From an optimization exercise on the open Yosys and OpenROAD flow, aimed at small area; shortcuts taken in it are not production practice.
Where RTL was checked, it was by simulation tests only, not by an equivalence proof against the original.
No activity file was given, so power comes from the tool's default toggle rates.

==> module axi_gpio, before the edit <==
module axi_gpio
(
    input  logic        ACLK,
    input  logic        ARESETn,
    input  logic  [8:2] AWADDR,
    input  logic        AWVALID,
    output logic        AWREADY,
    input  logic [31:0] WDATA,
    input  logic  [3:0] WSTRB,
    input  logic        WVALID,
    output logic        WREADY,
    output logic  [1:0] BRESP,
    output logic        BVALID,
    input  logic        BREADY,
    input  logic  [8:2] ARADDR,
    input  logic        ARVALID,
    output logic        ARREADY,
    output logic [31:0] RDATA,
    output logic  [1:0] RRESP,
    output logic        RVALID,
    input  logic        RREADY,
    output logic        ip2intc_irpt,
    input  logic [31:0] gpio_io_i,
    output logic [31:0] gpio_io_o,
    output logic [31:0] gpio_io_t,
    input  logic [31:0] gpio2_io_i,
    output logic [31:0] gpio2_io_o,
    output logic [31:0] gpio2_io_t
);
localparam [6:0] A_GPIO_IO    = 7'h00;  
localparam [6:0] A_GPIO_IO_T  = 7'h01;  
localparam [6:0] A_GPIO2_IO   = 7'h02;  
localparam [6:0] A_GPIO2_IO_T = 7'h03;  
localparam [6:0] A_GIER       = 7'h47;  
localparam [6:0] A_IER        = 7'h48;  
localparam [6:0] A_ISR        = 7'h4A;  
logic        rst;
logic        wready;
logic        write_strobe;
logic        read_strobe;
logic [31:0] gpio_io_i_reg;
logic [31:0] gpio2_io_i_reg;
logic  [1:0] in_changed;
logic        global_int_en;
logic  [1:0] ip_int_en;
logic  [1:0] ip_int_status;
logic        isr_toggle;
always_ff @(posedge ACLK)
    rst <= ~ARESETn;
assign BRESP = 2'b00;
assign RRESP = 2'b00;
assign write_strobe = AWVALID && WVALID && !BVALID;
assign read_strobe  = ARVALID && !RVALID;
logic [3:0] ld_o1, ld_t1, ld_o2, ld_t2;
logic [3:0] hd_o1, hd_t1, hd_o2, hd_t2;
logic       ld_gier, hd_gier, ld_ier, hd_ier;
always_comb begin
    for (int i = 0; i < 4; i++) begin
        ld_o1[i] = !rst &&  (write_strobe && AWADDR == A_GPIO_IO    && WSTRB[i]);
        hd_o1[i] = !rst && !(write_strobe && AWADDR == A_GPIO_IO    && WSTRB[i]);
        ld_t1[i] = !rst &&  (write_strobe && AWADDR == A_GPIO_IO_T  && WSTRB[i]);
        hd_t1[i] = !rst && !(write_strobe && AWADDR == A_GPIO_IO_T  && WSTRB[i]);
        ld_o2[i] = !rst &&  (write_strobe && AWADDR == A_GPIO2_IO   && WSTRB[i]);
        hd_o2[i] = !rst && !(write_strobe && AWADDR == A_GPIO2_IO   && WSTRB[i]);
        ld_t2[i] = !rst &&  (write_strobe && AWADDR == A_GPIO2_IO_T && WSTRB[i]);
        hd_t2[i] = !rst && !(write_strobe && AWADDR == A_GPIO2_IO_T && WSTRB[i]);
    end
    ld_gier = !rst &&  (write_strobe && AWADDR == A_GIER && WSTRB[3]);
    hd_gier = !rst && !(write_strobe && AWADDR == A_GIER && WSTRB[3]);
    ld_ier  = !rst &&  (write_strobe && AWADDR == A_IER  && WSTRB[0]);
    hd_ier  = !rst && !(write_strobe && AWADDR == A_IER  && WSTRB[0]);
end
genvar i;
generate
for (i = 0; i < 32; i++) begin : g_bit
    logic d_o1, d_t1, d_o2, d_t2;
    gpio_ao22 u_o1(.a1(ld_o1[i/8]), .a2(WDATA[i]), .b1(hd_o1[i/8]), .b2(gpio_io_o[i]),  .y(d_o1));
    gpio_ao22 u_t1(.a1(ld_t1[i/8]), .a2(WDATA[i]), .b1(hd_t1[i/8]), .b2(gpio_io_t[i]),  .y(d_t1));
    gpio_ao22 u_o2(.a1(ld_o2[i/8]), .a2(WDATA[i]), .b1(hd_o2[i/8]), .b2(gpio2_io_o[i]), .y(d_o2));
    gpio_ao22 u_t2(.a1(ld_t2[i/8]), .a2(WDATA[i]), .b1(hd_t2[i/8]), .b2(gpio2_io_t[i]), .y(d_t2));
    always_ff @(posedge ACLK) begin
        gpio_io_o[i]  <= d_o1;
        gpio_io_t[i]  <= d_t1;
        gpio2_io_o[i] <= d_o2;
        gpio2_io_t[i] <= d_t2;
    end
end
endgenerate
always_ff @(posedge ACLK) begin
    global_int_en <= (ld_gier & WDATA[31]) | (hd_gier & global_int_en);
    ip_int_en     <= ({2{ld_ier}} & WDATA[1:0]) | ({2{hd_ier}} & ip_int_en);
end
always_ff @(posedge ACLK) begin
    wready <= !rst && write_strobe;
    BVALID <= !rst && (write_strobe || (BVALID && !BREADY));
end
assign AWREADY = wready;
assign WREADY  = wready;
always_ff @(posedge ACLK) begin
    gpio_io_i_reg  <= gpio_io_i;
    gpio2_io_i_reg <= gpio2_io_i;
    in_changed[0] <= rst ? (|gpio_io_i)  : (|(gpio_io_i  ^ gpio_io_i_reg));
    in_changed[1] <= rst ? (|gpio2_io_i) : (|(gpio2_io_i ^ gpio2_io_i_reg));
end
assign isr_toggle = write_strobe && AWADDR == A_ISR && WSTRB[0];
always_ff @(posedge ACLK) begin
    ip_int_status <= rst ? 2'b00 :
                     (in_changed | (ip_int_status ^ (WDATA[1:0] & {2{isr_toggle}})));
    ip2intc_irpt  <= !rst && |ip_int_status;
end
always_ff @(posedge ACLK) begin
    ARREADY <= !rst && read_strobe;
    RVALID  <= !rst && (read_strobe || (RVALID && !RREADY));
end
logic s_io1, s_t1, s_io2, s_t2, s_gier, s_ier, s_isr;
always_comb begin
    s_io1  = !RVALID && ARADDR == A_GPIO_IO;
    s_t1   = !RVALID && ARADDR == A_GPIO_IO_T;
    s_io2  = !RVALID && ARADDR == A_GPIO2_IO;
    s_t2   = !RVALID && ARADDR == A_GPIO2_IO_T;
    s_gier = !RVALID && ARADDR == A_GIER;
    s_ier  = !RVALID && ARADDR == A_IER;
    s_isr  = !RVALID && ARADDR == A_ISR;
end
logic [31:0] rd_mux;
generate
for (i = 0; i < 32; i++) begin : g_rd
    gpio_rd_bit u_rd(.hold(RVALID), .q(RDATA[i]),
                     .s0(s_io1), .d0(gpio_io_i_reg[i]),
                     .s1(s_t1),  .d1(gpio_io_t[i]),
                     .s2(s_io2), .d2(gpio2_io_i_reg[i]),
                     .s3(s_t2),  .d3(gpio2_io_t[i]),
                     .y(rd_mux[i]));
end
endgenerate
always_ff @(posedge ACLK) begin
    RDATA <= rd_mux
           | ({32{s_gier}} & {1'b0, global_int_en, 30'd0})
           | ({32{s_ier}}  & {30'd0, ip_int_en})
           | ({32{s_isr}}  & {30'd0, ip_int_status});
end
endmodule
==> flow/config.mk <==
export PLATFORM = sky130hd
export DESIGN_NAME = axi_gpio_expanded
export DESIGN_NICKNAME = axi_gpio_expanded
export VERILOG_FILES = /design/flow/design.v
export SDC_FILE = /design/flow/constraint.sdc
export NUM_CORES = 4
export LEC_CHECK = 0
export CAP_MARGIN = 20
export CORE_MARGIN = 2
export CORE_UTILIZATION = 40
export SLEW_MARGIN = 20
export SYNTH_HIERARCHICAL = 1
==> flow/constraint.sdc <==
create_clock -name core_clock -period 5.0 [get_ports {ACLK}]
set_input_delay 1.0000 -clock core_clock [delete_from_list [all_inputs] [get_ports {ACLK}]]
set_output_delay 1.0000 -clock core_clock [all_outputs]
set_load 0.01 [all_outputs]
standard.sh (not shown) runs the stock make flow with config.mk's settings and CLKGATE_MAP_FILE= SYNTH_SCRIPT=/design/flow/synth_recipe.tcl, a recipe that flattens the netlist after the stock synthesis.
==> flow/flow/run.sh <==
#!/bin/bash
# Own layout flow: the standard ORFS flow (standard.sh, unchanged synthesis),
# with two layout options changed:
#  - port buffers use the smallest buffer cell (buf_1) instead of the tool's pick;
#  - clock tree synthesis without dummy load cells.
# Each tool's full output stays in orfs/logs/; make's own output goes to flow_make.log.
set -euo pipefail
cd "$(dirname "$0")/.."
BPA="-buffer_cell sky130_fd_sc_hd__buf_1"
CTSA="-sink_clustering_enable -repair_clock_nets -dont_use_dummy_load"
if [[ -f flow/cts_args.txt ]]; then CTSA="$(cat flow/cts_args.txt)"; fi
export BUFFER_PORTS_ARGS="$BPA"
export CTS_ARGS="$CTSA"
bash standard.sh "BUFFER_PORTS_ARGS=$BPA" "CTS_ARGS=$CTSA" finish > flow_make.log 2>&1
==> flow/flow/cts_args.txt <==
-sink_clustering_enable -repair_clock_nets -dont_use_dummy_load -sink_clustering_size 30 -sink_clustering_max_diameter 200 -buf_list sky130_fd_sc_hd__clkbuf_16
Next try:
--- a/flow/design.v
+++ b/flow/design.v
@@ -110,28 +110,29 @@
 end
 always_ff @(posedge ACLK) begin
     ARREADY <= !rst && read_strobe;
     RVALID  <= !rst && (read_strobe || (RVALID && !RREADY));
 end
-logic s_io1, s_t1, s_io2, s_t2, s_gier, s_ier, s_isr;
+logic s_gier, s_ier, s_isr;
 always_comb begin
-    s_io1  = !RVALID && ARADDR == A_GPIO_IO;
-    s_t1   = !RVALID && ARADDR == A_GPIO_IO_T;
-    s_io2  = !RVALID && ARADDR == A_GPIO2_IO;
-    s_t2   = !RVALID && ARADDR == A_GPIO2_IO_T;
     s_gier = !RVALID && ARADDR == A_GIER;
     s_ier  = !RVALID && ARADDR == A_IER;
     s_isr  = !RVALID && ARADDR == A_ISR;
 end
+logic [1:0] h_io1, h_t1, h_io2, h_t2;
+gpio_rsel u_rsel_lo(.rvalid(RVALID), .addr(ARADDR),
+                    .s0(h_io1[0]), .s1(h_t1[0]), .s2(h_io2[0]), .s3(h_t2[0]));
+gpio_rsel u_rsel_hi(.rvalid(RVALID), .addr(ARADDR),
+                    .s0(h_io1[1]), .s1(h_t1[1]), .s2(h_io2[1]), .s3(h_t2[1]));
 logic [31:0] rd_mux;
 generate
 for (i = 0; i < 32; i++) begin : g_rd
     gpio_rd_bit u_rd(.hold(RVALID), .q(RDATA[i]),
-                     .s0(s_io1), .d0(gpio_io_i_reg[i]),
-                     .s1(s_t1),  .d1(gpio_io_t[i]),
-                     .s2(s_io2), .d2(gpio2_io_i_reg[i]),
-                     .s3(s_t2),  .d3(gpio2_io_t[i]),
+                     .s0(h_io1[i/16]), .d0(gpio_io_i_reg[i]),
+                     .s1(h_t1[i/16]),  .d1(gpio_io_t[i]),
+                     .s2(h_io2[i/16]), .d2(gpio2_io_i_reg[i]),
+                     .s3(h_t2[i/16]),  .d3(gpio2_io_t[i]),
                      .y(rd_mux[i]));
 end
 endgenerate
 always_ff @(posedge ACLK) begin
     RDATA <= rd_mux
@@ -144,10 +145,19 @@
     assign y = (a1 & a2) | (b1 & b2);
 endmodule
 module gpio_rd_bit (input logic hold, q, s0, d0, s1, d1, s2, d2, s3, d3,
                     output logic y);
     assign y = (hold & q) | (s0 & d0) | (s1 & d1) | (s2 & d2) | (s3 & d3);
+endmodule
+module gpio_rsel (input logic rvalid, input logic [8:2] addr,
+                  output logic s0, s1, s2, s3);
+    logic base;
+    assign base = !rvalid && addr[8:4] == 5'd0;
+    assign s0 = base && addr[3:2] == 2'd0;
+    assign s1 = base && addr[3:2] == 2'd1;
+    assign s2 = base && addr[3:2] == 2'd2;
+    assign s3 = base && addr[3:2] == 2'd3;
 endmodule
 module axi_gpio_expanded
 #(
     parameter C_ALL_INPUTS        = 0,
     parameter C_ALL_OUTPUTS       = 0,
Outcome: Non-clock buffer count goes down by 1. Power came out lower by 0.59%. Routed wire length goes down by 3.3%. Final cell count rises by 0.72%. Via count decreases by 2.1%. Hold slack gets worse by 0.0059 ns.
Function not checked in the second run of this note: the RTL went through the layout flow alone.

static timing again, ports no longer ideal:
Ports are ideal in the flow. The routed layouts listed here were re-timed in OpenROAD. Step 1: set_driving_cell puts a clkbuf_16 on ACLK and a buf_2 on each other input, an assumption about the parent block. Step 2 also shifts input and output timing later by t, the mid clock arrival at the registers, as if the neighbouring blocks saw the same clock. Slacks: ideal ports / drivers / drivers and shift; pairs: ideal ports / drivers.
run	t, ns	slack for setup (ns)	worst setup path at the end	latest minus earliest clock arrival (ns)
the first run	0.515	2.133 / 2.159 / 1.644	input to register	0.019 / 0.018
the second run	0.508	2.145 / 2.171 / 1.663	input to register	0.018 / 0.018
After both steps setup and hold are still met in every run listed. The setup slack of the first run, which loses most, moves by +0.026 ns with the drivers and by -0.489 ns with both steps.
